What follows belongs to an exercise in optimizing a design on an open flow for small area; a production flow would make more cautious choices.
In this exercise RTL edits were held to simulation tests only and were not proved equivalent to the original.

### flow/config.mk
export PLATFORM = sky130hd
export DESIGN_NAME = cpu
export DESIGN_NICKNAME = cpu
export VERILOG_FILES = /design/flow/design.v
export SDC_FILE = /design/flow/constraint.sdc
export NUM_CORES = 4
export LEC_CHECK = 0
export CAP_MARGIN = 20
export CORE_MARGIN = 2
export CORE_UTILIZATION = 30
export SLEW_MARGIN = 20
### flow/constraint.sdc
create_clock -name core_clock -period 25.0 [get_ports {clock}]
set_input_delay 5.0000 -clock core_clock [delete_from_list [all_inputs] [get_ports {clock}]]
set_output_delay 5.0000 -clock core_clock [all_outputs]
set_load 0.01 [all_outputs]
### flow/design.v
module cpu (
    input  wire        clock,
    input  wire        reset,
    output wire [31:0] address_imem,
    input  wire [31:0] q_imem,
    output wire [31:0] address_dmem,
    output wire [31:0] data,
    output wire        wren,
    input  wire [31:0] q_dmem
);
    reg  [31:0] pc;
    reg  [31:0] fd;
    reg  [31:0] dx;         
    reg  [4:0]  dx_rb;      
    reg  [31:0] dx_a;       
    reg  [31:0] x_b;        
    reg  [31:0] xm_o, xm_b;
    reg  [4:0]  xm_rd;
    reg         xm_cls, xm_jal, xm_setx, xm_exc, xm_excw, xm_lw, xm_sw;
    reg  [31:0] mw_o;
    reg  [4:0]  mw_rd;
    reg         mw_cls, mw_jal, mw_setx, mw_exc, mw_excw;
    reg         ph_n, ph_p;
    reg  [31:0] md_m;       
    reg  [64:0] md_acc;     
    reg  [4:0]  md_cnt;
    reg         md_started;
    wire [4:0] fd_op = fd[31:27];
    wire [4:0] fd_rd = fd[26:22];
    wire [4:0] fd_rs = fd[21:17];
    wire [4:0] fd_rt = fd[16:12];
    wire fd_is_bex = (fd_op == 5'b10110);
    wire fd_is_r   = (fd_op == 5'b00000);
    wire fd_is_bne = (fd_op == 5'b00010);
    wire fd_is_blt = (fd_op == 5'b00110);
    wire fd_is_jr  = (fd_op == 5'b00100);
    wire [4:0] fd_rb = fd_is_bex ? 5'd30 : (fd_is_r ? fd_rt : fd_rd);
    wire [4:0]  dx_op    = dx[31:27];
    wire [4:0]  dx_rd    = dx[26:22];
    wire [4:0]  dx_rs    = dx[21:17];
    wire [4:0]  dx_rt    = dx[16:12];
    wire [16:0] dx_imm   = dx[16:0];
    wire [4:0]  dx_shamt = dx[11:7];
    wire [4:0]  dx_aluop = dx[6:2];
    wire [26:0] dx_T     = dx[26:0];
    wire dx_is_r    = (dx_op == 5'b00000);
    wire dx_is_addi = (dx_op == 5'b00101);
    wire dx_is_bex  = (dx_op == 5'b10110);
    wire dx_is_bne  = (dx_op == 5'b00010);
    wire dx_is_blt  = (dx_op == 5'b00110);
    wire dx_is_j    = (dx_op == 5'b00001);
    wire dx_is_jal  = (dx_op == 5'b00011);
    wire dx_is_jr   = (dx_op == 5'b00100);
    wire dx_is_sw   = (dx_op == 5'b00111);
    wire dx_is_lw   = (dx_op == 5'b01000);
    wire dx_is_setx = (dx_op == 5'b10101);
    wire dx_is_mult = dx_is_r && (dx_aluop == 5'b00110);
    wire dx_is_div  = dx_is_r && (dx_aluop == 5'b00111);
    wire dx_is_add  = dx_is_r && (dx_aluop == 5'b00000);
    wire dx_is_sub  = dx_is_r && (dx_aluop == 5'b00001);
    wire dx_is_md   = dx_is_mult || dx_is_div;
    wire dx_use_imm = dx_is_addi || dx_is_sw || dx_is_lw;
    wire dx_is_br   = dx_is_bne || dx_is_blt;
    wire load_use = dx_is_lw && (
        ((fd_is_bne || fd_is_blt) && ((dx_rd == fd_rs) || (dx_rd == fd_rd))) ||
        (fd_is_jr && (dx_rd == fd_rd)) ||
        (fd_is_bex && (dx_rd == 5'd30)));
    wire md_ready;
    wire stall_md = dx_is_md && !md_ready;
    wire stall = load_use || stall_md;
    wire flush;
    wire [4:0]  rf_wr  = mw_excw ? 5'd30 : mw_jal ? 5'd31 : mw_setx ? 5'd30 :
                         mw_cls ? mw_rd : 5'd0;
    wire        ph     = ph_n ^ ph_p;    
    wire [4:0]  rf_ra  = ph ? dx_rb : fd_rs;
    wire [32*32-1:0] rf_flat;
    assign rf_flat[31:0] = 32'b0;
    genvar gi;
    generate
        for (gi = 1; gi < 32; gi = gi + 1) begin : g_rf
            reg [31:0] r;
            reg        v;
            always @(posedge clock)
                if (rf_wr == gi) r <= mw_o;
            always @(posedge clock or posedge reset)
                if (reset) v <= 1'b0;
                else if (rf_wr == gi) v <= 1'b1;
            assign rf_flat[gi*32 +: 32] = r & {32{v}};
        end
    endgenerate
    wire [31:0] rf_rd = rf_flat[rf_ra*32 +: 32];
    always @(negedge clock or posedge reset)
        if (reset) ph_n <= 1'b0; else ph_n <= ~ph_n;
    always @(posedge clock or posedge reset)
        if (reset) ph_p <= 1'b0; else ph_p <= ~ph_p;
    always @(posedge clock) x_b <= rf_rd;
    wire xm_ww = xm_cls || xm_jal;
    wire mw_ww = mw_cls || mw_jal;
    wire [4:0] dx_srcB = (dx_is_br || dx_is_jr || dx_is_sw) ? dx_rd : dx_rt;
    wire [31:0] xm_val = xm_lw ? q_dmem : xm_o;
    wire [31:0] fwd_A =
        (xm_exc && (dx_rs == 5'd30)) ? xm_o :
        (mw_exc && (dx_rs == 5'd30)) ? mw_o :
        (xm_ww && (xm_rd != 5'b0) && (xm_rd == dx_rs)) ? xm_val :
        (mw_ww && (mw_rd != 5'b0) && (mw_rd == dx_rs)) ? mw_o :
        dx_a;
    wire [31:0] fwd_B =
        (xm_exc && (dx_srcB == 5'd30)) ? xm_o :
        (mw_exc && (dx_srcB == 5'd30)) ? mw_o :
        (xm_ww && (xm_rd != 5'b0) && (xm_rd == dx_srcB)) ? xm_val :
        (mw_ww && (mw_rd != 5'b0) && (mw_rd == dx_srcB)) ? mw_o :
        x_b;
    wire [31:0] imm_ext = {{15{dx_imm[16]}}, dx_imm};
    wire [2:0]  alu_op  = dx_use_imm ? 3'b000 : dx_is_br ? 3'b001 : dx_aluop[2:0];
    wire [31:0] opB     = dx_use_imm ? imm_ext : fwd_B;
    wire        alu_sub = alu_op[0];
    wire [31:0] selB    = alu_sub ? ~opB : opB;
    wire [31:0] sum     = fwd_A + selB + {31'b0, alu_sub};
    wire        ovf     = (fwd_A[31] == selB[31]) && (fwd_A[31] != sum[31]);
    wire        ne      = |sum;
    wire        lt      = ovf ^ sum[31];
    wire        sh_left = ~alu_op[0];
    reg  [31:0] a_rev;
    integer j;
    always @* for (j = 0; j < 32; j = j + 1) a_rev[j] = fwd_A[31 - j];
    wire [31:0] sh_in  = sh_left ? a_rev : fwd_A;
    wire        sh_fill = ~sh_left & fwd_A[31];
    wire [31:0] sh1 = dx_shamt[0] ? {sh_fill, sh_in[31:1]} : sh_in;
    wire [31:0] sh2 = dx_shamt[1] ? {{2{sh_fill}}, sh1[31:2]} : sh1;
    wire [31:0] sh3 = dx_shamt[2] ? {{4{sh_fill}}, sh2[31:4]} : sh2;
    wire [31:0] sh4 = dx_shamt[3] ? {{8{sh_fill}}, sh3[31:8]} : sh3;
    wire [31:0] sh_out = dx_shamt[4] ? {{16{sh_fill}}, sh4[31:16]} : sh4;
    reg  [31:0] sh_rev;
    always @* for (j = 0; j < 32; j = j + 1) sh_rev[j] = sh_out[31 - j];
    reg [31:0] alu_res;
    always @* begin
        case (alu_op)
            3'd0, 3'd1: alu_res = sum;
            3'd2:       alu_res = fwd_A & opB;
            3'd3:       alu_res = fwd_A | opB;
            3'd4:       alu_res = sh_rev;
            3'd5:       alu_res = sh_out;
            default:    alu_res = 32'b0;
        endcase
    end
    wire md_load = dx_is_md && !md_started;
    wire [2:0] bc = md_acc[2:0];
    wire b_zero = (bc == 3'b000) || (bc == 3'b111);
    wire b_two  = (bc == 3'b011) || (bc == 3'b100);
    wire b_neg  = bc[2] && !(bc[1] && bc[0]);
    wire d_sub  = (md_acc[32] == md_m[31]);
    wire [32:0] mag  = dx_is_mult ? (b_zero ? 33'b0 : b_two ? {md_m, 1'b0} : {md_m[31], md_m})
                                  : {md_m[31], md_m};
    wire        inv  = dx_is_mult ? b_neg : d_sub;
    wire [32:0] md_s = {md_acc[64], md_acc[64:33]} + (inv ? ~mag : mag) + {32'b0, inv};
    wire [64:0] m_next = {md_s[32], md_s, md_acc[32:2]};
    wire [64:0] d_next = {md_s[30:0], md_acc[31], md_s[31], md_acc[30:1], ~md_s[31], md_acc[0]};
    wire [31:0] a_abs = fwd_A[31] ? (~fwd_A + 32'd1) : fwd_A;
    wire [64:0] m_init = {32'b0, fwd_B, 1'b0};
    wire [64:0] d_init = {31'b0, a_abs[31], 1'b0, a_abs[30:0], fwd_A[31] ^ fwd_B[31]};
    always @(negedge clock or posedge reset) begin
        if (reset) begin
            md_m <= 32'b0; md_acc <= 65'b0; md_cnt <= 5'b0; md_started <= 1'b0;
        end else begin
            md_started <= stall_md;
            md_cnt <= md_load ? 5'd0 : md_cnt + 5'd1;
            if (md_load) begin
                md_m   <= dx_is_div ? fwd_B : fwd_A;
                md_acc <= dx_is_div ? d_init : m_init;
            end else begin
                md_acc <= dx_is_div ? d_next : m_next;
            end
        end
    end
    assign md_ready = md_started && (md_cnt == (dx_is_div ? 5'd31 : 5'd15));
    wire [31:0] p_res  = {md_s[1:0], md_acc[32:3]};
    wire        m_ovf  = |({md_s[32], md_s[32:2]} ^ {32{md_s[1]}});
    wire [31:0] q_next = {md_acc[31:1], ~md_s[31]};
    wire        div0   = (md_m == 32'b0);
    wire [31:0] q_res  = div0 ? 32'b0 : (md_acc[0] ? (~q_next + 32'd1) : q_next);
    wire        md_exc = dx_is_mult ? m_ovf : div0;
    wire [31:0] md_res = dx_is_mult ? p_res : q_res;
    wire [31:0] pc_m1 = pc - 32'd1;
    wire dx_exc = ((dx_is_add || dx_is_addi || dx_is_sub) && ovf) || (dx_is_md && md_exc);
    wire [2:0] exc_code =
        (dx_is_add  && ovf)    ? 3'd1 :
        (dx_is_addi && ovf)    ? 3'd2 :
        (dx_is_sub  && ovf)    ? 3'd3 :
        (dx_is_mult && md_exc) ? 3'd4 :
        (dx_is_div  && md_exc) ? 3'd5 : 3'd0;
    wire [31:0] dx_res = dx_exc ? {29'b0, exc_code} :
                         dx_is_setx ? {5'b0, dx_T} :
                         dx_is_jal ? pc_m1 :
                         dx_is_md ? md_res : alu_res;
    wire [31:0] br_target = pc_m1 + imm_ext;
    wire [31:0] bex_val = xm_setx ? xm_o : mw_setx ? mw_o : x_b;
    wire bex_taken = dx_is_bex && (bex_val != 32'b0);
    wire bne_taken = dx_is_bne && ne;
    wire blt_taken = dx_is_blt && !lt && ne;
    wire jT = bex_taken || dx_is_j || dx_is_jal;
    assign flush = jT || bne_taken || blt_taken || dx_is_jr;
    wire [31:0] target = jT ? {5'b0, dx_T} : dx_is_jr ? fwd_B : br_target;
    wire [31:0] pc_next = flush ? target : pc + 32'd1;
    always @(negedge clock or posedge reset) begin
        if (reset) begin
            pc <= 32'b0; fd <= 32'b0; dx <= 32'b0; dx_rb <= 5'b0; dx_a <= 32'b0;
            xm_o <= 32'b0; xm_b <= 32'b0; xm_rd <= 5'b0;
            {xm_cls, xm_jal, xm_setx, xm_exc, xm_excw, xm_lw, xm_sw} <= 7'b0;
            mw_o <= 32'b0; mw_rd <= 5'b0;
            {mw_cls, mw_jal, mw_setx, mw_exc, mw_excw} <= 5'b0;
        end else begin
            if (!stall) begin
                pc <= pc_next;
                fd <= flush ? 32'b0 : q_imem;
            end
            dx_rb <= fd_rb;
            dx_a  <= rf_rd;
            if (!stall_md) begin
                dx <= (flush || load_use) ? 32'b0 : fd;
                xm_o <= dx_res;
                xm_b <= fwd_B;
                xm_rd <= dx_rd;
                xm_cls <= dx_is_r || dx_is_addi || dx_is_lw;
                xm_jal <= dx_is_jal;
                xm_setx <= dx_is_setx;
                xm_exc <= dx_exc;
                xm_excw <= dx_exc && (dx != 32'b0);
                xm_lw <= dx_is_lw;
                xm_sw <= dx_is_sw;
            end
            mw_o <= xm_val;
            mw_rd <= xm_rd;
            mw_cls <= xm_cls;
            mw_jal <= xm_jal;
            mw_setx <= xm_setx;
            mw_exc <= xm_exc;
            mw_excw <= xm_excw;
        end
    end
    assign address_imem = pc;
    assign address_dmem = xm_o;
    assign data = xm_b;
    assign wren = xm_sw;
endmodule
### flow/run.sh
#!/bin/bash
# synth_recipe.tcl (not shown) runs the flow's synth.tcl, then flattens the netlist and writes it again
# the make line also repeats each setting of config.mk as NAME=value (left out here)
make -C /OpenROAD-flow-scripts/flow DESIGN_CONFIG=/design/flow/config.mk WORK_HOME=/design/flow/orfs CLKGATE_MAP_FILE= SYNTH_SCRIPT=/design/flow/synth_recipe.tcl finish
==> run summary, run 1 <==
Worst reg2reg setup slack - 5.38 ns
Mapped Cells - 6267
Max-Slew Margin vs Limit - 20.33%
Worst Hold Depth - 1
Hold Crit Class - reg -> reg
Fin Setup TNS - 0 ns
Final setup vio count - 0
Drt pass-1 iters - 6
Buffers on Ports - 162
CTS max path bufs - 3
Vias post-DR - 57650
Syn_area_per_cell - 11.28 sq um
Post-synth EDFFs - 992
Crit end category - flop
Starting density of the core - 30.11%
Syn Std Cell Area - 0.07067 sq mm
Req. time, crit path - 13.26 ns
CTS buffer count - 145
Clock root cell - clkbuf_16
Asr flop ratio synth - 27.43%
Vias in the first global route - 54100
Worst-Margin Slew - 1.183 ns
Share of cells above drive strength 1 - 11.87%
Drt initial violations - 7804
Row count - 178
Yosys Warn Count - 1
Register area share after synthesis - 56.76%
Layout area overhead - 15.59%
R2R depth - 26
Largest net degree at the start of global routing - 145
Residual DRC - 0
Clk sinks - 1411
Critical path's slowest cell - a21oi_1
Nature of the critical path startpoint - primary input
Drt total wl - 295500 um
Top cells by area, synth - edfxtp_1, dfrtn_1, a221oi_1
Worst skew pair latency - 0.82 ns
Unique masters post-synth - 110
Boundary pin count - 163
GPL Wtd Cong - 1.057
Post-CTS Setup Bufs - 0
R2R Path End - dx[20]
Maximum fanout along the worst path - 25
Hold endpoint - ph_n
Leading area contributor after synthesis - edfxtp_1
First-pass GRT wire length - 414300 um
RSZ-0062 raised after global routing - false
CTS-repair resized insts - 0
Top cell type's share of synthesized area - 42.15%
Slowest stage delay, CP - 0.77 ns
Ys flop type - edfxtp_1
Worst-path clk slew - 0.05 ns
Layout Nets - 6471
Clock skew - 0.1140 ns
Max Slew Vio Count - 0
Final HPWL DP - 197600 um
Post-synthesis net count - 6433
CP bufs+invs - 3
Total number of H-tree levels - 4
Die ar. - 0.2395 sq mm
GRT Total Usage - 23.90%
Max Cap Viol - 0
CTS tree - done
DIE HEIGHT - 489.4 um
FF+latch count, synth - 1411
DRT antenna net count - 0
Worst hold start - ph_n
Final Hold Fails - 0
Die Width - 489.4 um
Hold-fix buffers at CTS - 0
Drt wl/cell - 30.85 um
CP Data Arrival Time - 12.27 ns
Worst reg2reg startpoint - x_b[3]
CP delay by family, top - simple AND/OR/NAND/NOR gates
GR Overflow Total - 0
Final Util - 34.80%
Core area - 0.2347 sq mm
Antenna violations before repair - 15
Status - complete, no violations
Avg Vias per Cell - 6.019
Kind of critical path - in -> reg
[through the flow]
step	hold WS [ns]	cells	setup slack, ns	cell area, sq um
detailed placement	0.3450	9305	0.4776	76840
finish	0.3399	9579	0.9817	81690
global route	0.3717	9568	0.6316	81660
floorplan	0.3070	6267	1.965	70670
CTS	0.3465	9565	1.216	81590
global placement	0.3404	9296	0.4804	76640
[flip-flops by register name, summed over array words and instances (netlist names), 5 cells and up]
| name | flops |
|---|---|
| xm_b | 32 |
| dx | 32 |
| dx_rb | 5 |
| mw_o | 32 |
| pc | 32 |
| md_cnt | 5 |
| dx_a | 32 |
| g_rf.r | 992 |
| xm_o | 32 |
| mw_rd | 5 |
| md_acc | 65 |
| md_m | 32 |
| x_b | 32 |
| xm_rd | 5 |
| g_rf.v | 31 |
| fd | 32 |
[routing by layer]
layer	part of all wire, %	wire length [um]	vias to the layer above	GRT usage (%)
met5	0.023	69	-	0
met4	6.0	17820	8	12.82
met3	10	29970	674	5.423
met2	43	127600	3357	35.15
met1	41	120100	29110	32.56
li1	-	-	24500	-
[kinds of logic (layout without fill, tap and decap cells)]
logic type,Yosys count,after routing,share of synthesized area (%)
AOI/OAI and AO/OA,1825,1825,18.79
and+or+nand+nor,1851,1851,12.45
DFF,1411,1411,56.76
buffers and inverters,605,756,3.316
xor gates and xnor gates,249,249,3.086
other,0,11,0
muxes,226,226,3.794
adders and majority gates,100,100,1.802
[layout by cell type (no fill, tap or decap), drive strengths merged, types with 89 or more instances in the layout]
cell type / count
nand2: 570
dfrtn: 355
buf: 254
mux2i: 128
edfxtp: 992
o21ai: 324
a21oi: 303
clkbuf: 197
ha: 97
clkdlybuf4s50: 162
nor3: 282
xor2: 89
nor2: 420
nand3: 132
a221oi: 501
xnor2: 160
[how the worst max path moves through the flow]
stage | from | endpoint | slack [ns] | cells past startpoint
after floorplan | q_dmem[0] | pc[25] | 1.97 | 27
final | q_dmem[3] | dx[20] | 0.98 | 28
after detailed placement | q_dmem[0] | dx[18] | 0.48 | 29
after global placement | q_dmem[0] | dx[23] | 0.48 | 29
after global routing | q_dmem[15] | dx[0] | 0.63 | 24
after CTS | q_dmem[0] | pc[11] | 1.22 | 28
[cells in the mapped netlist, types with 65 or more instances]
master    count
clkbuf_1    447
a21oi_1     302
mux2_2       72
nor3_1      280
edfxtp_1    992
xor2_1       89
a221oi_1    501
nor2_1      417
o311ai_0     67
dfrtn_1     355
a22oi_1      65
or3_1        77
nand2_1     569
inv_1        73
mux2i_1     127
xnor2_1     160
nand3_1     131
o21ai_0     312
o31ai_1      65
ha_1         97
[layout make-up]
cell class	count	area [sq um]
diodes	11	27.53
clock buffers	197	3956
clock inverters	63	793.3
fillers	23230	153100
inverters	80	311.5
multi-input cells	4251	28790
flip-flops and latches	1411	40110
well taps	3150	3941
repair buffers	416	3761
==> run 2, diff against run 1 <==
--- a/flow/design.v
+++ b/flow/design.v
@@ -23,3 +23,2 @@
     reg         ph_n, ph_p;
-    reg  [31:0] md_m;       
     reg  [64:0] md_acc;     
@@ -75,4 +74,7 @@
     wire [4:0]  rf_ra  = ph ? dx_rb : fd_rs;
+    reg  [31:0] rf_rd;
     wire [32*32-1:0] rf_flat;
+    wire [31:0] rf_sel;
     assign rf_flat[31:0] = 32'b0;
+    assign rf_sel[0] = 1'b0;
     genvar gi;
@@ -87,6 +89,12 @@
                 else if (rf_wr == gi) v <= 1'b1;
-            assign rf_flat[gi*32 +: 32] = r & {32{v}};
+            assign rf_flat[gi*32 +: 32] = r;
+            assign rf_sel[gi] = v && (rf_ra == gi);
         end
     endgenerate
-    wire [31:0] rf_rd = rf_flat[rf_ra*32 +: 32];
+    integer ri;
+    always @* begin
+        rf_rd = 32'b0;
+        for (ri = 1; ri < 32; ri = ri + 1)
+            rf_rd = rf_rd | (rf_flat[ri*32 +: 32] & {32{rf_sel[ri]}});
+    end
     always @(negedge clock or posedge reset)
@@ -117,3 +125,4 @@
     wire [31:0] selB    = alu_sub ? ~opB : opB;
-    wire [31:0] sum     = fwd_A + selB + {31'b0, alu_sub};
+    wire [32:0] sum_c   = {fwd_A, 1'b1} + {selB, alu_sub};
+    wire [31:0] sum     = sum_c[32:1];
     wire        ovf     = (fwd_A[31] == selB[31]) && (fwd_A[31] != sum[31]);
@@ -150,10 +159,17 @@
     wire b_neg  = bc[2] && !(bc[1] && bc[0]);
-    wire d_sub  = (md_acc[32] == md_m[31]);
-    wire [32:0] mag  = dx_is_mult ? (b_zero ? 33'b0 : b_two ? {md_m, 1'b0} : {md_m[31], md_m})
-                                  : {md_m[31], md_m};
+    wire d_sub  = (md_acc[32] == dx_a[31]);
+    wire [32:0] mag  = dx_is_mult ? (b_zero ? 33'b0 : b_two ? {dx_a, 1'b0} : {dx_a[31], dx_a})
+                                  : {dx_a[31], dx_a};
     wire        inv  = dx_is_mult ? b_neg : d_sub;
-    wire [32:0] md_s = {md_acc[64], md_acc[64:33]} + (inv ? ~mag : mag) + {32'b0, inv};
+    wire [33:0] md_sc = {md_acc[64], md_acc[64:33], 1'b1} + {(inv ? ~mag : mag), inv};
+    wire [32:0] md_s = md_sc[33:1];
     wire [64:0] m_next = {md_s[32], md_s, md_acc[32:2]};
     wire [64:0] d_next = {md_s[30:0], md_acc[31], md_s[31], md_acc[30:1], ~md_s[31], md_acc[0]};
-    wire [31:0] a_abs = fwd_A[31] ? (~fwd_A + 32'd1) : fwd_A;
+    wire [31:0] a_lo;
+    assign a_lo[0] = 1'b0;
+    genvar ga;
+    generate for (ga = 1; ga < 32; ga = ga + 1) begin : g_aabs
+        assign a_lo[ga] = a_lo[ga-1] | fwd_A[ga-1];
+    end endgenerate
+    wire [31:0] a_abs = fwd_A ^ (a_lo & {32{fwd_A[31]}});
     wire [64:0] m_init = {32'b0, fwd_B, 1'b0};
@@ -162,3 +178,3 @@
         if (reset) begin
-            md_m <= 32'b0; md_acc <= 65'b0; md_cnt <= 5'b0; md_started <= 1'b0;
+            md_acc <= 65'b0; md_cnt <= 5'b0; md_started <= 1'b0;
         end else begin
@@ -167,3 +183,2 @@
             if (md_load) begin
-                md_m   <= dx_is_div ? fwd_B : fwd_A;
                 md_acc <= dx_is_div ? d_init : m_init;
@@ -178,4 +193,9 @@
     wire [31:0] q_next = {md_acc[31:1], ~md_s[31]};
-    wire        div0   = (md_m == 32'b0);
-    wire [31:0] q_res  = div0 ? 32'b0 : (md_acc[0] ? (~q_next + 32'd1) : q_next);
+    wire        div0   = (dx_a == 32'b0);
+    wire [31:0] q_lo;
+    assign q_lo[0] = 1'b0;
+    generate for (ga = 1; ga < 32; ga = ga + 1) begin : g_qneg
+        assign q_lo[ga] = q_lo[ga-1] | q_next[ga-1];
+    end endgenerate
+    wire [31:0] q_res  = div0 ? 32'b0 : (q_next ^ (q_lo & {32{md_acc[0]}}));
     wire        md_exc = dx_is_mult ? m_ovf : div0;
@@ -216,3 +236,6 @@
             dx_rb <= fd_rb;
-            dx_a  <= rf_rd;
+            if (md_load)
+                dx_a <= dx_is_div ? fwd_B : fwd_A;
+            else if (!stall_md)
+                dx_a <= rf_rd;
             if (!stall_md) begin
==> flow/flow/run.sh (new file) <==
#!/bin/bash
# Own flow: the standard layout (standard.sh, all ORFS steps unchanged),
# except that synthesis maps the combinational logic with an area-oriented
# ABC script (flow/abc_area.script: delay relaxed, area recovery) in place of
# ORFS's delay-oriented abc_speed.script. Flip-flops are mapped before ABC, so
# the registers, their names and cell types are the standard synthesis's.
# make's full output goes to orfs_make.log; ORFS keeps each tool's log under
# orfs/logs/.
set -euo pipefail
work=$(cd "$(dirname "$0")/.." && pwd)
cd "$work"
rm -rf "$work/scripts_abc"
cp -r "$FLOW_HOME/scripts" "$work/scripts_abc"
cp "$work/flow/abc_area.script" "$work/scripts_abc/abc_speed.script"
bash "$work/standard.sh" SCRIPTS_DIR="$work/scripts_abc" finish > "$work/orfs_make.log" 2>&1
==> flow/flow/abc_area.script (new file) <==
&get -n
&st
&syn2
&dch
&nf -R 1000
&st
&syn2
&dch
&nf -R 1000
&put
==> flow/standard.sh (new file) <==
#!/bin/bash
# synth_recipe.tcl (not shown) runs the flow's synth.tcl, then flattens the netlist and writes it again
# the make line also repeats each setting of config.mk as NAME=value (left out here)
make -C /OpenROAD-flow-scripts/flow DESIGN_CONFIG=/design/flow/config.mk WORK_HOME=/design/flow/orfs CLKGATE_MAP_FILE= SYNTH_SCRIPT=/design/flow/synth_recipe.tcl "${@:-finish}"
--- a/flow/config.mk
+++ b/flow/config.mk
@@ -9,3 +9,4 @@
 export CORE_MARGIN = 2
-export CORE_UTILIZATION = 30
+export CORE_UTILIZATION = 60
+export CTS_BUF_LIST = sky130_fd_sc_hd__clkbuf_8
 export SLEW_MARGIN = 20
removed: flow/run.sh
==> run 2 against run 1 <==
  * Worst hold slack got worse by 0.015 ns
  * Non-clock buffer count increased by 31
  * Clock skew increased by 0.046 ns
==> run summary, run 2 <==
Yosys Warn Count - 1 (unchanged)
CTS buffer count - 206 (+42%)
Starting density of the core - 60.44% (+30 points)
Avg Vias per Cell - 7.402 (+23%)
Leading area contributor after synthesis - edfxtp_1
Drt total wl - 268700 um (-9.1%)
Critical path's slowest cell - or4_1
DRT antenna net count - 0 (unchanged)
CTS tree - done
R2R Path End - pc[4]
Post-CTS Setup Bufs - 0 (unchanged)
Drt initial violations - 11630 (+49%)
Worst-Margin Slew - 1.236 ns (+0.05340 ns)
Syn Std Cell Area - 0.06255 sq mm (-11%)
Kind of critical path - in -> reg
Most common cell in the netlist - edfxtp_1
Hold-fix buffers at CTS - 0 (unchanged)
Top cells by area, synth - edfxtp_1, dfrtn_1, o21ai_0
Non-Filler Instances - 7394 (-23%)
Asr flop ratio synth - 25.74% (-1.7 points)
Largest net degree at the start of global routing - 129 (-11%)
Hold Slack - 0.3245 ns (-0.01542 ns)
Worst reg2reg startpoint - x_b[0]
Row count - 118 (-34%)
Clock skew - 0.1596 ns (+0.04558 ns)
Final setup vio count - 0 (unchanged)
Unique masters post-synth - 64 (-42%)
FF+latch count, synth - 1379 (-2.3%)
Vias in the first global route - 51440 (-4.9%)
Req. time, crit path - 13.10 ns (-0.16 ns)
GPL Wtd Cong - 1.134 (+7.3%)
Maximum fanout along the worst path - 14 (-44%)
Worst hold start - ph_n
Most common cell after layout, fill and taps aside - edfxtp_1
Hold Crit Class - reg -> reg
Layout area overhead - 16.39%
Drt wl/cell - 36.35 um (+18%)
First-pass GRT wire length - 373500 um (-9.8%)
Final setup margin - 0.4595 ns (-0.5222 ns)
Residual DRC - 0 (unchanged)
Max-Slew Margin vs Limit - 16.92% (-3.4 points)
Clk sinks - 1379 (-2.3%)
Inst Count DP - 6990 (-25%)
GRT Total Usage - 49.59% (+26 points)
Buffers on Ports - 162 (unchanged)
Vias post-DR - 54730 (-5.1%)
Ys flop type - edfxtp_1
Most frequent cells in the layout - edfxtp_1, nand2_1, a21oi_1, o21ai_0, nor2_1
CTS max path bufs - 3 (unchanged)
Worst reg2reg setup slack - 4.86 ns (-0.52 ns)
Top cell type's share of synthesized area - 47.62% (+5.5 points)
Layout Nets - 5992 (-7.4%)
Pre-CTS WS - -0.1587 ns (-0.6362 ns)
Largest register FFs - 992 (unchanged)
Die ar. - 0.1069 sq mm (-55%)
Post-synthesis net count - 5337 (-17%)
Post-synth top cells - edfxtp_1, nand2_1, nor2_1
DIE HEIGHT - 326.9 um (-33%)
Status - complete, no violations
Worst skew pair latency - 0.91 ns (+0.09 ns)
Max Cap Viol - 0 (unchanged)
Antenna violations before repair - 23 (+8)
Most flops, register - g_rf.r
R2R depth - 41 (+58%)
Placed cell area - 0.06846 sq mm (-11%)
Largest regs - g_rf.r: 992 flops, md_acc: 65 flops
Die Width - 326.9 um (-33%)
Max Slew Vio Count - 0 (unchanged)
Slowest stage delay, CP - 0.60 ns (-0.17 ns)
Crit end category - flop
Syn_area_per_cell - 12.09 sq um (+7.2%)
Total number of H-tree levels - 4 (unchanged)
Register area share after synthesis - 62.85% (+6.1 points)
Final HPWL DP - 167900 um (-15%)
CP Data Arrival Time - 12.64 ns (+0.37 ns)
Hold endpoint - ph_n
Worst Hold Depth - 1 (unchanged)
Post-synth EDFFs - 992 (unchanged)
Boundary pin count - 163 (unchanged)
Drt pass-1 iters - 12 (+6)
Nature of the critical path startpoint - primary input
Core area - 0.1035 sq mm (-56%)
Clock root cell - clkbuf_8
Worst-path clk slew - 0.05 ns (about the same)
Mapped Cells - 5173 (-17%)
Share of cells above drive strength 1 - 11.21% (-0.66 points)
Final Hold Fails - 0 (unchanged)
Final instance area - 0.07281 sq mm (-11%)
GR Overflow Total - 0 (unchanged)
Critical Path Start - q_dmem[1]
RSZ-0062 raised after global routing - false
-- run 2: changes by cell type after synthesis, sizes merged, moves of 131 or more --
cell	change
a21oi	+131
a221oi	-445
a222oi	+152
a22oi	+182
clkbuf	-447
nor3	-214
-- run 2: cell families after synthesis --
kind of cell	Yosys count	synth area share [%]
AOI/OAI and AO/OA	1766	18.52
xor gates and xnor gates	269	3.766
adders and majority gates	108	2.132
buffers and inverters	84	0.5040
DFF	1379	62.85
muxes	79	1.302
and+or+nand+nor	1488	10.93
-- run 2: worst max-delay path: cells and delay by family --
kind	cells	cell delay, ns
and+or+nand+nor	17	2.82
buffers and inverters	4	0.95
adders and majority gates	1	0.33
muxes	1	0.35
xor gates and xnor gates	2	0.46
AOI/OAI and AO/OA	17	2.70
-- run 2: layout make-up --
| class | count | area (sq um) |
|---|---|---|
| sequential | 1379 | 39310 |
| fill | 7227 | 30690 |
| multi-input combinational | 3710 | 23380 |
| timing repair buffer | 447 | 3895 |
| clock buffer | 228 | 3138 |
| tap | 1380 | 1727 |
| clock inverter | 153 | 996.0 |
| inverter | 84 | 327.8 |
| antenna | 13 | 32.53 |
-- run 2: layer usage --
layer	wire length (um)	GRT usage (%)	part of all wire, %	vias to the layer above
met5	193	0	0.072	-
met4	16700	25.20	6.2	24
met3	51000	20.96	19	1084
met2	107800	66.89	40	5538
met1	93010	68.57	35	26190
li1	-	-	-	21900
-- run 2: worst max path at each step --
stage	slack (ns)	cells past startpoint	endpoint
2_1_floorplan	-1.75	39	dx[0]
3_3_place_gp	-0.003	45	pc[30]
3_5_place_dp	-0.16	45	pc[30]
4_1_cts	0.61	45	pc[30]
5_1_grt	0.05	45	pc[30]
6_report	0.46	42	pc[4]
-- run 2: timing repair --
item | CTS | global route
resized for setup | 0 | 2
endpoints found under the setup margin | 0 | 11
hold endpoints to repair | 0 | 0
-- run 2: stage by stage --
step | TNS, ns | util [%]
3_3_place_gp | -0.003078 | 66.14
5_1_grt | 0 | 70.32
3_5_place_dp | -1.793 | 66.15
2_1_floorplan | -146.48 | -
6_report | 0 | 70.35
4_1_cts | 0 | 70.14
==> run 3, diff against run 2 <==
--- a/flow/flow/run.sh
+++ b/flow/flow/run.sh
@@ -6,2 +6,4 @@
 # the registers, their names and cell types are the standard synthesis's.
+# Clock tree synthesis runs with ORFS's default arguments plus
+# -dont_use_dummy_load and clkbuf_4 buffers; ports are buffered with buf_1.
 # make's full output goes to orfs_make.log; ORFS keeps each tool's log under
@@ -14,2 +16,5 @@
 cp "$work/flow/abc_area.script" "$work/scripts_abc/abc_speed.script"
-bash "$work/standard.sh" SCRIPTS_DIR="$work/scripts_abc" finish > "$work/orfs_make.log" 2>&1
+bash "$work/standard.sh" SCRIPTS_DIR="$work/scripts_abc" \
+  "CTS_ARGS=-sink_clustering_enable -repair_clock_nets -dont_use_dummy_load -buf_list sky130_fd_sc_hd__clkbuf_4" \
+  "BUFFER_PORTS_ARGS=-buffer_cell sky130_fd_sc_hd__buf_1" \
+  finish > "$work/orfs_make.log" 2>&1
--- a/flow/config.mk
+++ b/flow/config.mk
@@ -10,3 +10,2 @@
 export CORE_UTILIZATION = 60
-export CTS_BUF_LIST = sky130_fd_sc_hd__clkbuf_8
 export SLEW_MARGIN = 20
==> run 3 against run 2 <==
  * Global-route usage down 0.78 points
  * Critical endpoint is now pc[19]
  * Worst hold slack gained 0.0020 ns
  * Synthesized cell count unchanged
  * Still clean
==> run summary, run 3 <==
Status - complete, no violations
GRT Total Usage - 48.81% (-0.78 points)
Most common cell in the netlist - edfxtp_1
Top cells by area, synth - edfxtp_1, dfrtn_1, o21ai_0
Mapped Cells - 5173 (unchanged)
Largest family of logic cells by synthesized area - compound AO/OA/AOI/OAI gates
Residual DRC - 0 (unchanged)
Final instance area - 0.06998 sq mm (-3.9%)
Worst-Margin Slew - 1.261 ns (+0.02459 ns)
CTS-repair resized insts - 0 (unchanged)
Vias post-DR - 54100 (-1.1%)
Post-synthesis simple-gate area fraction - 10.93% (unchanged)
Ys flop type - edfxtp_1
GPL Wtd Cong - 1.113 (-1.9%)
Max-Slew Margin vs Limit - 15.27% (-1.7 points)
Post-synth top cells - edfxtp_1, nand2_1, nor2_1
Post-synthesis net count - 5337 (unchanged)
Asr flop ratio synth - 25.74% (unchanged)
Layout area overhead - 11.87%
Most common cell after layout, fill and taps aside - edfxtp_1
Max Slew Vio Count - 0 (unchanged)
Final HPWL DP - 164900 um (-1.8%)
Most frequent CP cell - nand2_1
Largest register FFs - 992 (unchanged)
Final setup vio count - 0 (unchanged)
Post-CTS Setup Bufs - 0 (unchanged)
Crit end category - flop
CTS max path bufs - 4 (+1)
Fillers - 7666 (+6.1%)
Post-synthesis compound-gate area fraction - 18.52% (unchanged)
Clock skew - 0.2737 ns (+0.1142 ns)
Hold Crit Class - reg -> reg
Largest net degree at the start of global routing - 140 (+8.5%)
Layout Nets - 6091 (+1.7%)
CTS tree - done
Placed cell area - 0.06714 sq mm (-1.9%)
Syn_area_per_cell - 12.09 sq um (unchanged)
Row count - 118 (unchanged)
Most frequent cells in the layout - edfxtp_1, nand2_1, a21oi_1, o21ai_0, nor2_1
RSZ-0062 raised after global routing - false
Leading area contributor after synthesis - edfxtp_1
Total number of H-tree levels - 5 (+1)
Req. time, crit path - 13.37 ns (+0.27 ns)
Post-synth EDFFs - 992 (unchanged)
Register area share after synthesis - 62.85% (unchanged)
Drt initial violations - 10780 (-7.3%)
CTS buffer count - 348 (+69%)
Starting density of the core - 60.44% (unchanged)
Clock root cell - clkbuf_4
Top cell type's share of synthesized area - 47.62% (unchanged)
Syn Std Cell Area - 0.06255 sq mm (unchanged)
GR Overflow Total - 0 (unchanged)
Largest regs - g_rf.r: 992 flops, md_acc: 65 flops
DIE HEIGHT - 326.9 um (unchanged)
Nature of the critical path startpoint - primary input
Antenna violations before repair - 27 (+17%)
Die Width - 326.9 um (unchanged)
Vias in the first global route - 51160 (-0.54%)
Boundary pin count - 163 (unchanged)
Avg Vias per Cell - 7.388 (-0.19%)
Yosys Warn Count - 1 (unchanged)
Drt pass-1 iters - 9 (-3)
Worst-path clk slew - 0.04 ns (about the same)
Die ar. - 0.1069 sq mm (unchanged)
Drt total wl - 263500 um (-2.0%)
Worst skew pair latency - 1.23 ns (+0.32 ns)
DRT antenna net count - 0 (unchanged)
Most flops, register - g_rf.r
Hold-fix buffers at CTS - 0 (unchanged)
Final Hold Fails - 0 (unchanged)
Slowest stage delay, CP - 0.58 ns (-0.02 ns)
Post-synthesis mux area share - 1.302% (unchanged)
Hold Slack - 0.3264 ns (+0.001957 ns)
Post-Synth Adder-Cell Area - 2.132% (unchanged)
Maximum fanout along the worst path - 12 (-2)
Drt wl/cell - 35.98 um (-1.0%)
Unique masters post-synth - 64 (unchanged)
CP Data Arrival Time - 12.76 ns (+0.12 ns)
Clk sinks - 1379 (unchanged)
First-pass GRT wire length - 367100 um (-1.7%)
Xor/xnor share of the synthesized area - 3.766% (unchanged)
Share of cells above drive strength 1 - 11.66% (+0.45 points)
Max Cap Viol - 0 (unchanged)
Critical path's slowest cell - or4_1
Kind of critical path - in -> reg
Buffers on Ports - 162 (unchanged)
Core area - 0.1035 sq mm (unchanged)
FF+latch count, synth - 1379 (unchanged)
-- run 3: kinds of logic (layout without fill, tap and decap cells) --
| family | after synthesis | in the layout |
|---|---|---|
| adder cells (fa/ha/maj) | 108 | 108 |
| other | 0 | 18 |
| flip-flops | 1379 | 1379 |
| AND/OR/NAND/NOR | 1488 | 1488 |
| XOR/XNOR | 269 | 269 |
| multiplexers | 79 | 79 |
| AO/OA/AOI/OAI | 1766 | 1766 |
| buffers and inverters | 84 | 836 |
-- run 3: cell type report --
cell class | count | area (sq um) | area share [%]
multi-input combinational | 3710 | 23380 | 33.41
timing repair buffer | 404 | 2570 | 3.673
antenna | 18 | 45.04 | 0.06437
sequential | 1379 | 39310 | 56.18
inverter | 84 | 327.8 | 0.4685
clock buffer | 348 | 2613 | 3.733
tap | 1380 | 1727 | 2.468
-- run 3: layer usage --
| metal | part of all wire [%] | routed length, um | GRT usage, % |
|---|---|---|---|
| met1 | 35 | 91910 | 67.20 |
| met4 | 5.9 | 15630 | 24.44 |
| met3 | 19 | 50260 | 21.59 |
| met5 | 0.12 | 328 | 1.020 |
| met2 | 40 | 105300 | 65.52 |
-- run 3: final timing paths --
kind / start / to / slack, ns / cells after the start
worst max-delay path: q_dmem[1] / pc[19] / 0.62 / 41
worst min-delay path: ph_n / ph_n / 0.33 / 1
worst max register to register: x_b[0] / pc[19] / 4.45 / 43
worst min register to register: ph_n / ph_n / 0.33 / 1
max in group asynchronous: reset / dx_a[7] / 6.40 / 4
min in group asynchronous: reset / g_rf[31].v / 3.95 / 2
-- run 3: stage by stage --
step                instances  TNS, ns  worst slack (ns)  util (%)
floorplan                5173  -146.48            -1.752         -
global placement         6947        0            0.1094     64.86
finish                   7323        0            0.6153     67.61
global route             7310        0           0.04889     67.58
detailed placement       6948   -1.351           -0.1112     64.88
CTS                      7296        0            0.9598     67.40
-- run 3: critical path: cells and delay by family --
family / cells / cell delay, ns
AND/OR/NAND/NOR: 19 / 3.58
AO/OA/AOI/OAI: 15 / 2.42
buffers and inverters: 4 / 0.74
adder cells (fa/ha/maj): 1 / 0.37
multiplexers: 1 / 0.36
XOR/XNOR: 1 / 0.30
==> run 4, diff against run 3 <==
--- a/flow/design.v
+++ b/flow/design.v
@@ -83,10 +83,6 @@
             reg [31:0] r;
-            reg        v;
             always @(posedge clock)
-                if (rf_wr == gi) r <= mw_o;
-            always @(posedge clock or posedge reset)
-                if (reset) v <= 1'b0;
-                else if (rf_wr == gi) v <= 1'b1;
+                if (reset || rf_wr == gi) r <= mw_o;
             assign rf_flat[gi*32 +: 32] = r;
-            assign rf_sel[gi] = v && (rf_ra == gi);
+            assign rf_sel[gi] = (rf_ra == gi);
         end
@@ -103,3 +99,4 @@
         if (reset) ph_p <= 1'b0; else ph_p <= ~ph_p;
-    always @(posedge clock) x_b <= rf_rd;
+    always @(posedge clock or posedge reset)
+        if (reset) x_b <= 32'b0; else x_b <= rf_rd;
     wire xm_ww = xm_cls || xm_jal;
--- a/flow/config.mk
+++ b/flow/config.mk
@@ -9,3 +9,3 @@
 export CORE_MARGIN = 2
-export CORE_UTILIZATION = 60
+export CORE_UTILIZATION = 70
 export SLEW_MARGIN = 20
==> run 4 against run 3 <==
  * The run now fails in global routing
  * Synthesized cell count down 0.89%
  * Synthesized area down 0.99%
==> run summary, run 4 <==
First-pass GRT wire length - 486300 um
CTS buffer count - 336 (-3.4%)
Die Width - 301.5 um (-7.8%)
Starting density of the core - 70.41% (+10 points)
Syn_area_per_cell - 12.08 sq um (-0.10%)
Mapped Cells - 5127 (-0.89%)
Log Error - [ERROR GRT-0116] Global routing finished with congestion. Check the congestion regions in the DRC Viewer.
Clk sinks - 1348 (-2.2%)
Most common cell in the netlist - edfxtp_1
Top cell type's share of synthesized area - 48.10% (+0.48 points)
Status - aborted with a tool error
Clock root cell - clkbuf_4
Vias in the first global route - 65820
GRT Total Usage - 75.50%
Leading area contributor after synthesis - edfxtp_1
Boundary pin count - 163 (unchanged)
Total number of H-tree levels - 5 (unchanged)
Syn Std Cell Area - 0.06193 sq mm (-0.99%)
Final HPWL DP - 179400 um (+8.8%)
Post-CTS Setup Bufs - 0 (unchanged)
FF+latch count, synth - 1348 (-2.2%)
CTS-repair resized insts - 0 (unchanged)
Asr flop ratio synth - 26.41% (+0.67 points)
CTS max path bufs - 4 (unchanged)
Top cells by area, synth - edfxtp_1, dfrtn_1, o21ai_0
Hold-fix buffers at CTS - 0 (unchanged)
Register area share after synthesis - 62.48% (-0.37 points)
Row count - 109 (-7.6%)
Unique masters post-synth - 65 (+1.6%)
DIE HEIGHT - 301.5 um (-7.8%)
GR Overflow Total - 246
Largest net degree at the start of global routing - 138
GPL Wtd Cong - 1.106 (-0.63%)
Post-synth EDFFs - 992 (unchanged)
Ys flop type - edfxtp_1
Post-synthesis net count - 5291 (-0.86%)
Post-synth top cells - edfxtp_1, nand2_1, o21ai_0
Buffers on Ports - 162 (unchanged)
Fail Step - global routing
Yosys Warn Count - 1 (unchanged)
-- run 4: cell count changes after synthesis, sizes merged, moves of 25 or more --
cell    before  now
and3        60   31
a21oi      434  396
mux2         9   48
clkinv      84   56
nor3        68   43
o211ai      46   17
dfxtp       32    0
o22a         4   34
o21ai      440  493
xor2       103   74
nand2      482  547
or2         48   15
-- run 4: worst max-delay path by stage --
stage               cells after the start  slack, ns     end       from
floorplan                              42      -0.53   pc[2]  q_dmem[1]
global placement                       36       0.56  pc[23]  q_dmem[0]
detailed placement                     36       0.49  pc[23]  q_dmem[0]
CTS                                    37       1.54  fd[24]  q_dmem[0]
-- run 4: through the flow --
step	instances	area (sq um)	setup WS (ns)	setup TNS, ns
after detailed placement	6674	66310	0.4884	0
after CTS	7010	68830	1.541	0
after floorplan	5127	61980	-0.5304	-18.54
after global placement	6674	66300	0.5604	0
-- run 4: per-layer routing --
metal | global-route usage, % | overflow
met1 | 82.54 | 15
met2 | 89.21 | 97
met3 | 62.60 | 21
met4 | 61.16 | 111
met5 | 28.57 | 2
-- run 4: kinds of logic after synthesis --
kind of cell,Yosys count,share of synthesized area [%]
compound gates,1788,18.95
simple gates,1457,10.52
flops,1348,62.48
xor+xnor,256,3.620
mux,119,2.020
fa+ha+maj,103,2.073
buf+inv,56,0.3394
==> run 5, diff against run 4 <==
--- a/flow/flow/run.sh
+++ b/flow/flow/run.sh
@@ -7,3 +7,4 @@
 # Clock tree synthesis runs with ORFS's default arguments plus
-# -dont_use_dummy_load and clkbuf_4 buffers; ports are buffered with buf_1.
+# -dont_use_dummy_load, clusters of up to 12 sinks within 80 um and clkbuf_8
+# buffers; ports are buffered with buf_1.
 # make's full output goes to orfs_make.log; ORFS keeps each tool's log under
@@ -17,3 +18,3 @@
 bash "$work/standard.sh" SCRIPTS_DIR="$work/scripts_abc" \
-  "CTS_ARGS=-sink_clustering_enable -repair_clock_nets -dont_use_dummy_load -buf_list sky130_fd_sc_hd__clkbuf_4" \
+  "CTS_ARGS=-sink_clustering_enable -repair_clock_nets -dont_use_dummy_load -sink_clustering_size 12 -sink_clustering_max_diameter 80 -buf_list sky130_fd_sc_hd__clkbuf_8" \
   "BUFFER_PORTS_ARGS=-buffer_cell sky130_fd_sc_hd__buf_1" \
--- a/flow/config.mk
+++ b/flow/config.mk
@@ -9,3 +9,3 @@
 export CORE_MARGIN = 2
-export CORE_UTILIZATION = 70
+export CORE_UTILIZATION = 60
 export SLEW_MARGIN = 20
==> run 5 against run 4 <==
  * Now clean on timing, DRC and antenna
  * Synthesized area unchanged
  * Synthesized cell count is the same
==> run summary, run 5 <==
R2R depth - 35
Starting density of the core - 60.70% (-9.7 points)
GR Overflow Total - 0
CTS-repair resized insts - 0 (unchanged)
FF+latch count, synth - 1348 (unchanged)
Crit end category - flop
Die Width - 325.3 um (+7.9%)
Slowest stage delay, CP - 0.89 ns
Drt total wl - 256300 um
Max Cap Viol - 0
CP Data Arrival Time - 12.22 ns
Worst-Margin Slew - 1.201 ns
Placed cell area - 0.06644 sq mm (+0.20%)
Multi-input gate area - 0.02369 sq mm
Leading area contributor after synthesis - edfxtp_1
Kind of critical path - in -> reg
Worst reg2reg setup slack - 5.10 ns
Max Slew Vio Count - 0
DIE HEIGHT - 325.3 um (+7.9%)
Hold Slack - 0.3221 ns
Share of cells above drive strength 1 - 7.833%
Register area - 0.03870 sq mm
DRT antenna net count - 0
Syn_area_per_cell - 12.08 sq um (unchanged)
Syn Std Cell Area - 0.06193 sq mm (unchanged)
Most flops, register - g_rf.r
Top cells by area, synth - edfxtp_1, dfrtn_1, o21ai_0
Core area - 0.1020 sq mm
Clock root cell - clkbuf_8
Die ar. - 0.1058 sq mm
Worst-path clk slew - 0.07 ns
Ys flop type - edfxtp_1
Layout Nets - 5796
Largest register FFs - 992
Unique masters post-synth - 65 (unchanged)
Register area share after synthesis - 62.48% (unchanged)
R2R Path End - pc[30]
Most common cell after layout, fill and taps aside - edfxtp_1
Largest regs - g_rf.r: 992 flops, md_acc: 65 flops
Yosys Warn Count - 1 (unchanged)
GPL Wtd Cong - 1.106 (about the same)
CTS buffer count - 132 (-61%)
Final HPWL DP - 160800 um (-10%)
Post-synth top cells - edfxtp_1, nand2_1, o21ai_0
Post-synth EDFFs - 992 (unchanged)
Inst Count DP - 6856 (+2.7%)
Total number of H-tree levels - 4 (-1)
Final Hold Fails - 0
Asr flop ratio synth - 26.41% (unchanged)
Largest net degree at the start of global routing - 145
Mapped Cells - 5127 (unchanged)
Row count - 117 (+7.3%)
Req. time, crit path - 13.06 ns
Drt wl/cell - 36.57 um
Maximum fanout along the worst path - 19
Vias post-DR - 52550
Antenna violations before repair - 13
Non-Filler Instances - 7010
Fillers - 7628
Final setup vio count - 0
Critical Path Start - q_dmem[2]
Clk sinks - 1348 (unchanged)
Fin Setup TNS - 0 ns
Hold-fix buffers at CTS - 0 (unchanged)
Clock skew - 0.1717 ns
Worst Setup EP - pc[30]
Post-synthesis net count - 5291 (unchanged)
Critical path's slowest cell - o21ai_0
Residual DRC - 0
Drt pass-1 iters - 9
Status - complete, no violations
Avg Vias per Cell - 7.497
First-pass GRT wire length - 358500 um
Drt initial violations - 10030
Most frequent cells in the layout - edfxtp_1, nand2_1, o21ai_0, nor2_1, a21oi_1
Worst reg2reg startpoint - x_b[1]
Nature of the critical path startpoint - primary input
Boundary pin count - 163 (unchanged)
Vias in the first global route - 48630
Worst skew pair latency - 0.83 ns
Final instance area - 0.06851 sq mm
Layout area overhead - 10.62%
Post-CTS Setup Bufs - 0 (unchanged)
Most common cell in the netlist - edfxtp_1
GRT Total Usage - 47.77%
CTS tree - done
Top cell type's share of synthesized area - 48.10% (unchanged)
Buffers on Ports - 162 (unchanged)
Hold Crit Class - reg -> reg
Most frequent CP cell - o21ai_0
Max-Slew Margin vs Limit - 19.93%
CTS max path bufs - 3 (-1)
RSZ-0062 raised after global routing - false
run 5: cell counts after synthesis:
Identical to the previous run, type by type.
run 5: worst min path at each step:
stage | startpoint | slack (ns) | cells after the start | end
2_1_floorplan | ph_n | 0.30 | 1 | ph_n
3_3_place_gp | ph_n | 0.31 | 1 | ph_n
3_5_place_dp | ph_n | 0.32 | 1 | ph_n
4_1_cts | ph_n | 0.32 | 1 | ph_n
5_1_grt | ph_n | 0.34 | 1 | ph_n
6_report | ph_n | 0.32 | 1 | ph_n
run 5: final cells by class:
class                   count  area share [%]
diodes                     12         0.04383
repair buffers            371           3.417
flip-flops and latches   1348           56.48
clock buffers             132           2.652
multi-input cells        3723           34.58
well taps                1368           2.498
inverters                  56          0.3269
run 5: per-layer routing:
metal	vias to the layer above	track usage, %	part of all wire (%)
li1	21310	-	-
met1	25270	66.45	35
met2	4989	64.80	40
met3	968	19.07	18
met4	16	24.06	6.5
met5	-	0.4076	0.084
run 5: cells by family after synthesis:
logic type / share of synthesized area (%)
DFF: 62.48
buffers and inverters: 0.3394
muxes: 2.020
and+or+nand+nor: 10.52
xor gates and xnor gates: 3.620
adders and majority gates: 2.073
AOI/OAI and AO/OA: 18.95
run 5: through the flow:
stage	util, %	setup WS (ns)
after CTS	66.90	1.087
after floorplan	-	-0.5304
after global placement	65.12	0.5356
final	67.15	0.8353
after detailed placement	65.12	0.3928
after global routing	67.12	0.4096
run 5: worst max-delay path: cells and delay by family:
family | cells | cell delay [ns]
xor gates and xnor gates | 1 | 0.17
adders and majority gates | 1 | 0.43
buffers and inverters | 1 | 0.06
AOI/OAI and AO/OA | 18 | 5.05
muxes | 1 | 0.24
and+or+nand+nor | 10 | 1.26
==> run 6, diff against run 5 <==
--- a/flow/design.v
+++ b/flow/design.v
@@ -86,3 +86,3 @@
             assign rf_flat[gi*32 +: 32] = r;
-            assign rf_sel[gi] = (rf_ra == gi);
+            assign rf_sel[gi] = !reset && (rf_ra == gi);
         end
@@ -99,4 +99,3 @@
         if (reset) ph_p <= 1'b0; else ph_p <= ~ph_p;
-    always @(posedge clock or posedge reset)
-        if (reset) x_b <= 32'b0; else x_b <= rf_rd;
+    always @(posedge clock) x_b <= rf_rd;    
     wire xm_ww = xm_cls || xm_jal;
--- a/flow/config.mk
+++ b/flow/config.mk
@@ -7,5 +7,5 @@
 export LEC_CHECK = 0
-export CAP_MARGIN = 20
+export CAP_MARGIN = 10
 export CORE_MARGIN = 2
 export CORE_UTILIZATION = 60
-export SLEW_MARGIN = 20
+export SLEW_MARGIN = 10
==> run 6 against run 5 <==
  * Final cell count increased by 0.87%
  * Via count is essentially flat
  * Worst hold slack gained 0.0051 ns
  * Non-clock buffer count grew 22
  * Critical path depth grew 7
  * Core utilization fell by 0.28 points
  * Global-route usage decreased by 0.068 points
==> run summary, run 6 <==
Hold-fix buffers at CTS - 0 (unchanged)
Multi-input gate area - 0.02328 sq mm (-1.7%)
Boundary pin count - 163 (unchanged)
Fin Setup TNS - 0 ns (unchanged)
Fillers - 7741 (+1.5%)
Avg Vias per Cell - 7.425 (-0.96%)
Die Width - 324.5 um (-0.25%)
Final Util - 66.87% (-0.28 points)
Final HPWL DP - 159800 um (-0.59%)
Layout area overhead - 10.56% (about the same)
Top cells by area, synth - edfxtp_1, dfrtn_1, a21oi_1
Post-synthesis net count - 5331 (+0.76%)
Ys flop type - edfxtp_1
Worst-path clk slew - 0.06 ns (about the same)
Mapped Cells - 5167 (+0.78%)
Largest regs - g_rf.r: 992 flops, md_acc: 65 flops
Clock skew - 0.1898 ns (+0.01808 ns)
Drt total wl - 254500 um (-0.71%)
Pre-CTS WS - 0.04457 ns (-0.3482 ns)
Clk sinks - 1348 (unchanged)
Register area share after synthesis - 62.54% (about the same)
Vias post-DR - 52500 (-0.093%)
Yosys Warn Count - 1 (unchanged)
Max-Slew Margin vs Limit - 3.743% (-16 points)
Asr flop ratio synth - 24.04% (-2.4 points)
Kind of critical path - in -> reg
Top cell type's share of synthesized area - 48.34% (+0.25 points)
Most common cell after layout, fill and taps aside - edfxtp_1
First-pass GRT wire length - 356400 um (-0.60%)
Maximum fanout along the worst path - 21 (+2)
Non-Filler Instances - 7071 (+0.87%)
CTS tree - done
Worst reg2reg setup slack - 4.41 ns (-0.69 ns)
Largest register FFs - 992 (unchanged)
Drt wl/cell - 35.99 um (-1.6%)
Max Slew Vio Count - 0 (unchanged)
CTS-repair resized insts - 0 (unchanged)
Buffers on Ports - 162 (unchanged)
Residual DRC - 0 (unchanged)
Post-synth EDFFs - 992 (unchanged)
Final setup margin - 0.5936 ns (-0.2418 ns)
DRT antenna net count - 0 (unchanged)
Post-synth top cells - edfxtp_1, nand2_1, a21oi_1, nor2_1, o21ai_0
Largest net degree at the start of global routing - 145 (unchanged)
FF+latch count, synth - 1348 (unchanged)
CTS max path bufs - 3 (unchanged)
Final setup vio count - 0 (unchanged)
GRT Total Usage - 47.70% (-0.068 points)
Slowest stage delay, CP - 0.55 ns (-0.34 ns)
R2R Path End - pc[6]
Share of cells above drive strength 1 - 7.853% (+0.020 points)
GR Overflow Total - 0 (unchanged)
Most common cell in the netlist - edfxtp_1
Worst reg2reg startpoint - x_b[1]
Layout Nets - 5858 (+1.1%)
Drt pass-1 iters - 10 (+1)
Worst-Margin Slew - 1.431 ns (+0.2296 ns)
Nature of the critical path startpoint - primary input
Inst Count DP - 6928 (+1.1%)
Row count - 117 (unchanged)
Drt initial violations - 10430 (+4.0%)
Antenna violations before repair - 16 (+3)
DIE HEIGHT - 324.5 um (-0.25%)
Post-CTS Setup Bufs - 0 (unchanged)
Syn_area_per_cell - 11.93 sq um (-1.3%)
Max Cap Viol - 0 (unchanged)
GPL Wtd Cong - 1.114 (+0.72%)
R2R depth - 38 (+8.6%)
Vias in the first global route - 48350 (-0.59%)
Leading area contributor after synthesis - edfxtp_1
Register area - 0.03854 sq mm (-0.41%)
Core area - 0.1019 sq mm (-0.14%)
Hold Crit Class - reg -> reg
Worst skew pair latency - 0.84 ns (about the same)
Final instance area - 0.06813 sq mm (-0.56%)
CTS buffer count - 132 (unchanged)
Most flops, register - g_rf.r
Placed cell area - 0.06628 sq mm (-0.25%)
Total number of H-tree levels - 4 (unchanged)
Hold Slack - 0.3272 ns (+0.005092 ns)
Syn Std Cell Area - 0.06162 sq mm (-0.51%)
Unique masters post-synth - 65 (unchanged)
Final Hold Fails - 0 (unchanged)
Most frequent CP cell - a21oi_1
Starting density of the core - 60.48% (-0.22 points)
Clock root cell - clkbuf_8
Worst Hold Depth - 1 (unchanged)
Critical path's slowest cell - or4_1
Die ar. - 0.1053 sq mm (-0.50%)
Worst hold start - ph_n
Req. time, crit path - 13.04 ns (-0.02 ns)
Crit end category - flop
Status - complete, no violations
Most frequent cells in the layout - edfxtp_1, nand2_1, a21oi_1, nor2_1, o21ai_0
RSZ-0062 raised after global routing - false
Hold endpoint - ph_n
CP Data Arrival Time - 12.45 ns (+0.23 ns)
==> run 6: cell types whose count changed after synthesis, moves of 21 or more <==
cell | previous run | this run
clkinv_1 | 56 | 96
a211oi_1 | 57 | 21
xnor2_1 | 182 | 140
a22oi_1 | 225 | 198
o21ai_0 | 493 | 433
nor3_1 | 43 | 66
o211ai_1 | 17 | 38
dfrtp_1 | 33 | 1
nor2_1 | 440 | 466
mux2_1 | 48 | 7
dfxtp_1 | 0 | 32
a21oi_1 | 396 | 466
o22a_1 | 34 | 5
xor2_1 | 74 | 98
==> run 6: routing by layer <==
metal	up-vias	share of wire, %	GRT usage [%]
met5	-	0.13	1.404
met4	22	6.5	24.45
met3	907	18	19.60
met2	4976	40	65.03
met1	25180	35	65.49
li1	21420	-	-
==> run 6: kinds of logic after synthesis <==
family                   Yosys count  share of synthesized area (%)
adder cells (fa/ha/maj)          105                          2.116
AO/OA/AOI/OAI                   1777                          18.88
AND/OR/NAND/NOR                 1509                          10.96
XOR/XNOR                         238                          3.383
multiplexers                      94                          1.541
buffers and inverters             96                         0.5848
flip-flops                      1348                          62.54
==> run 6: worst max-delay path, delay by kind of cell <==
kind | cells | cell delay (ns)
AOI/OAI and AO/OA | 14 | 2.36
and+or+nand+nor | 14 | 2.96
muxes | 3 | 0.70
buffers and inverters | 5 | 0.83
xor gates and xnor gates | 2 | 0.25
adders and majority gates | 1 | 0.35
==> run 6: worst max-delay path by stage <==
stage	start	to	slack (ns)	cells after the start
2_1_floorplan	q_dmem[0]	pc[2]	0.04	40
3_3_place_gp	q_dmem[0]	pc[28]	0.16	43
3_5_place_dp	q_dmem[0]	pc[28]	0.04	43
4_1_cts	q_dmem[0]	pc[28]	0.70	43
5_1_grt	q_dmem[0]	pc[29]	0.04	41
6_report	q_dmem[0]	pc[6]	0.59	39
==> run 6: layout make-up <==
class	instances	area share [%]
antenna	11	0.04040
sequential	1348	56.57
clock buffer	132	2.667
multi-input combinational	3723	34.17
timing repair buffer	393	3.480
inverter	96	0.5638
tap	1368	2.512
